This design comes from an exercise in tuning for small area, a short achievable clock period and few clock cycles per item on the open sky130 flow, not from production work.
The RTL was checked by simulation tests, not by an equivalence proof against the original design.
Power and IR drop assume default switching activity.

==> module average, before the edit <==
module average #(
    parameter NOF_BITS = 32,
    parameter WIDTH = 32
) (
    input  wire                     clk,
    input  wire                     rst_n,
    input  wire                     start,
    input  wire                     data_first,
    input  wire                     data_last,
    input  wire [NOF_BITS-1:0]      data_in,
    output wire [NOF_BITS:0]        data_out,
    output reg                      busy,
    output reg                      TO,
    output reg                      done
);
    reg        wt, bz, dv, lst;
    reg [5:0]  c;           
    reg [31:0] din;         
    reg [16:0] cnt;         
    reg [7:0]  n3;          
    reg [32:0] q;           
    wire [15:0] r = din[15:0];
    wire fast = (cnt[16:6] == 11'd0);
    wire [5:0] r0 = {r[5:1], r[0] | q[32]};    
    wire [7:0] t  = {r0, q[31:30]};
    wire [7:0] d1, d2, d3;
    wire ge1, ge2, ge3;
    pfx_add #(8) u_d1 (.a(t), .b(~{2'b0, cnt[5:0]}),       .ci(1'b1), .s(d1), .co(ge1));
    pfx_add #(8) u_d2 (.a(t), .b(~{1'b0, cnt[5:0], 1'b0}), .ci(1'b1), .s(d2), .co(ge2));
    pfx_add #(8) u_d3 (.a(t), .b(~n3),                     .ci(1'b1), .s(d3), .co(ge3));
    wire [5:0] fr = ge3 ? d3[5:0] : ge2 ? d2[5:0] : ge1 ? d1[5:0] : t[5:0];
    wire [1:0] fd = {ge2, ge3 | (ge1 & !ge2)};
    wire [16:0] st = {r[15:1], r0[0], q[31]};
    wire [16:0] sd;
    wire        sge;
    pfx_add #(17) u_sd (.a(st), .b(~cnt), .ci(1'b1), .s(sd), .co(sge));
    wire [15:0] sr = sge ? sd[15:0] : st[15:0];
    wire [32:0] acc;
    pfx_add #(33) u_acc (.a(q), .b({1'b0, din}), .ci(1'b0), .s(acc), .co());
    wire [5:0] load = (fast && cnt[5:0] != 6'd63) ? 6'd48 : 6'd32;
    wire       one  = fast && cnt[5:0] == 6'd0;    
    always @(posedge clk) begin
        din[31:16] <= data_in[31:16];
        if (dv) begin
            q <= fast ? {1'b0, q[29:0], fd} : {1'b0, q[30:0], sge};
            din[15:0] <= fast ? {sr[15:6], fr} : sr;
        end else if (bz) begin
            q <= acc;
            din[15:0] <= lst ? 16'd0 : data_in[15:0];    
        end else begin
            q <= 33'd0;    
            din[15:0] <= data_in[15:0];
        end
        if (!bz) begin
            cnt <= 17'd0;
            n3  <= 8'd0;
        end else if (!dv) begin
            cnt <= cnt + 17'd1;
            n3  <= n3 + 8'd3;
        end
        if (wt || dv) c <= c + 6'd1;
        else if (bz) c <= load;
        else c <= 6'd0;
    end
    wire to_n   = wt && c == 6'd11;
    wire accept = wt && !to_n && data_first && c < 6'd10;
    wire fin    = bz && (dv ? c == 6'd63 : lst && one);
    wire bz_n   = accept || (bz && !fin);
    always @(posedge clk) begin
        busy <= bz_n;
        TO   <= to_n;
        done <= fin;
    end
    always @(posedge clk or negedge rst_n) begin
        if (!rst_n) begin
            wt  <= 1'b0;
            bz  <= 1'b0;
            dv  <= 1'b0;
            lst <= 1'b0;
        end else begin
            lst <= data_last;
            bz  <= bz_n;
            if (wt) begin
                if (to_n || accept)
                    wt <= 1'b0;
            end else if (bz) begin
                if (fin)
                    dv <= 1'b0;
                else if (!dv && lst)
                    dv <= 1'b1;
            end else if (start) begin
                wt <= 1'b1;
            end
        end
    end
    assign data_out = q[32:0];
endmodule
==> flow/config.mk <==
export PLATFORM = sky130hd
export DESIGN_NAME = average
export DESIGN_NICKNAME = average
export VERILOG_FILES = /design/flow/design.v
export SDC_FILE = /design/flow/constraint.sdc
export NUM_CORES = 4
export LEC_CHECK = 0
export ABC_AREA = 1
export CAP_MARGIN = 20
export CORE_MARGIN = 2
export CORE_UTILIZATION = 50
export CTS_BUF_LIST = sky130_fd_sc_hd__clkbuf_4 sky130_fd_sc_hd__clkbuf_8
export CTS_CLUSTER_SIZE = 30
export SETUP_SLACK_MARGIN = 5
export SLEW_MARGIN = 20
==> flow/constraint.sdc <==
create_clock -name core_clock -period 8.0 [get_ports {clk}]
set_input_delay 1.6000 -clock core_clock [delete_from_list [all_inputs] [get_ports {clk}]]
set_output_delay 1.6000 -clock core_clock [all_outputs]
set_load 0.01 [all_outputs]
standard.sh (not shown) runs the stock make flow with config.mk's settings and CLKGATE_MAP_FILE= SYNTH_SCRIPT=/design/flow/synth_recipe.tcl, a recipe that flattens the netlist after the stock synthesis.
==> flow/flow/run.sh <==
#!/bin/bash
set -euo pipefail
bash standard.sh SETUP_SLACK_MARGIN=5.5 "BUFFER_PORTS_ARGS=-buffer_cell sky130_fd_sc_hd__buf_1" finish > make_finish.log 2>&1
Testbench counts at the start, summed over its fixed seeds: cycles 27,663, items 800.
==> next run, changes <==
--- a/flow/design.v
+++ b/flow/design.v
@@ -11,13 +11,13 @@
     input  wire [NOF_BITS-1:0]      data_in,
     output wire [NOF_BITS:0]        data_out,
     output reg                      busy,
     output reg                      TO,
     output reg                      done
 );
-    reg        wt, bz, dv, lst;
+    reg        wt, dv, lst;
     reg [5:0]  c;           
     reg [31:0] din;         
     reg [16:0] cnt;         
     reg [7:0]  n3;          
     reg [32:0] q;           
     wire [15:0] r = din[15:0];
@@ -42,56 +42,65 @@
     wire       one  = fast && cnt[5:0] == 6'd0;    
     always @(posedge clk) begin
         din[31:16] <= data_in[31:16];
         if (dv) begin
             q <= fast ? {1'b0, q[29:0], fd} : {1'b0, q[30:0], sge};
             din[15:0] <= fast ? {sr[15:6], fr} : sr;
-        end else if (bz) begin
+        end else if (busy) begin
             q <= acc;
             din[15:0] <= lst ? 16'd0 : data_in[15:0];    
         end else begin
             q <= 33'd0;    
             din[15:0] <= data_in[15:0];
         end
-        if (!bz) begin
+        if (!busy) begin
             cnt <= 17'd0;
             n3  <= 8'd0;
         end else if (!dv) begin
             cnt <= cnt + 17'd1;
             n3  <= n3 + 8'd3;
         end
         if (wt || dv) c <= c + 6'd1;
-        else if (bz) c <= load;
+        else if (busy) c <= load;
         else c <= 6'd0;
-    end
-    wire to_n   = wt && c == 6'd11;
-    wire accept = wt && !to_n && data_first && c < 6'd10;
-    wire fin    = bz && (dv ? c == 6'd63 : lst && one);
-    wire bz_n   = accept || (bz && !fin);
-    always @(posedge clk) begin
-        busy <= bz_n;
-        TO   <= to_n;
-        done <= fin;
     end
     always @(posedge clk or negedge rst_n) begin
         if (!rst_n) begin
-            wt  <= 1'b0;
-            bz  <= 1'b0;
-            dv  <= 1'b0;
-            lst <= 1'b0;
+            wt   <= 1'b0;
+            busy <= 1'b0;
+            dv   <= 1'b0;
+            lst  <= 1'b0;
+            TO   <= 1'b0;
+            done <= 1'b0;
         end else begin
-            lst <= data_last;
-            bz  <= bz_n;
+            TO   <= 1'b0;
+            done <= 1'b0;
+            lst  <= data_last;
             if (wt) begin
-                if (to_n || accept)
+                if (c == 6'd11) begin
                     wt <= 1'b0;
-            end else if (bz) begin
-                if (fin)
-                    dv <= 1'b0;
-                else if (!dv && lst)
-                    dv <= 1'b1;
+                    TO <= 1'b1;
+                end else if (data_first && c < 6'd10) begin
+                    wt   <= 1'b0;
+                    busy <= 1'b1;
+                end
+            end else if (busy) begin
+                if (dv) begin
+                    if (c == 6'd63) begin
+                        busy <= 1'b0;
+                        dv   <= 1'b0;
+                        done <= 1'b1;
+                    end
+                end else if (lst) begin
+                    if (one) begin
+                        busy <= 1'b0;
+                        done <= 1'b1;
+                    end else begin
+                        dv <= 1'b1;
+                    end
+                end
             end else if (start) begin
                 wt <= 1'b1;
             end
         end
     end
     assign data_out = q[32:0];
After rerunning: Core utilization shrinks by 0.94 points. Global-route usage shrinks by 0.18 points. Register-to-register slack loses 0.08 ns. Via count shrinks by 0.75%. Sequential power grows by about 1%. Area after synthesis stays flat. Fmax shrinks by 5.0%. Wire length shrinks by about 2.2%. Setup slack loses 0.13 ns. Non-clock buffer count grows by 5. Power grows by 1.3%. Synthesized cell count hardly moves. Critical path depth stays the same.
Testbench counts after the change, summed over its fixed seeds: cycles 27,663, items 800.

what the ideal ports hide:
The results above use ideal ports. As a check the final layouts listed here were re-extracted and re-timed, cells and wires unchanged.
Step 1 assumes that a clkbuf_16 drives the clock port and a buf_2 every other input.
Step 2 moves the port delays by t, midway between the first and last clock arrival at a register: inputs arrive t later, outputs are due t later. That takes back most of the time a late clock gives input paths.
Three values: ideal ports, drivers, drivers and shift; two values: the first two.
run	shift t [ns]	setup WS [ns]	latest minus earliest clock arrival (ns)	worst register clock-pin slew, ns	cell pins on the clock port's net
the first run	0.424	5.528 / 5.488 / 5.666	0.010 / 0.010	0.11 / 0.11	1
the second run	0.428	5.399 / 5.360 / 5.523	0.008 / 0.008	0.10 / 0.10	1
After both steps setup and hold are still met in every run listed.
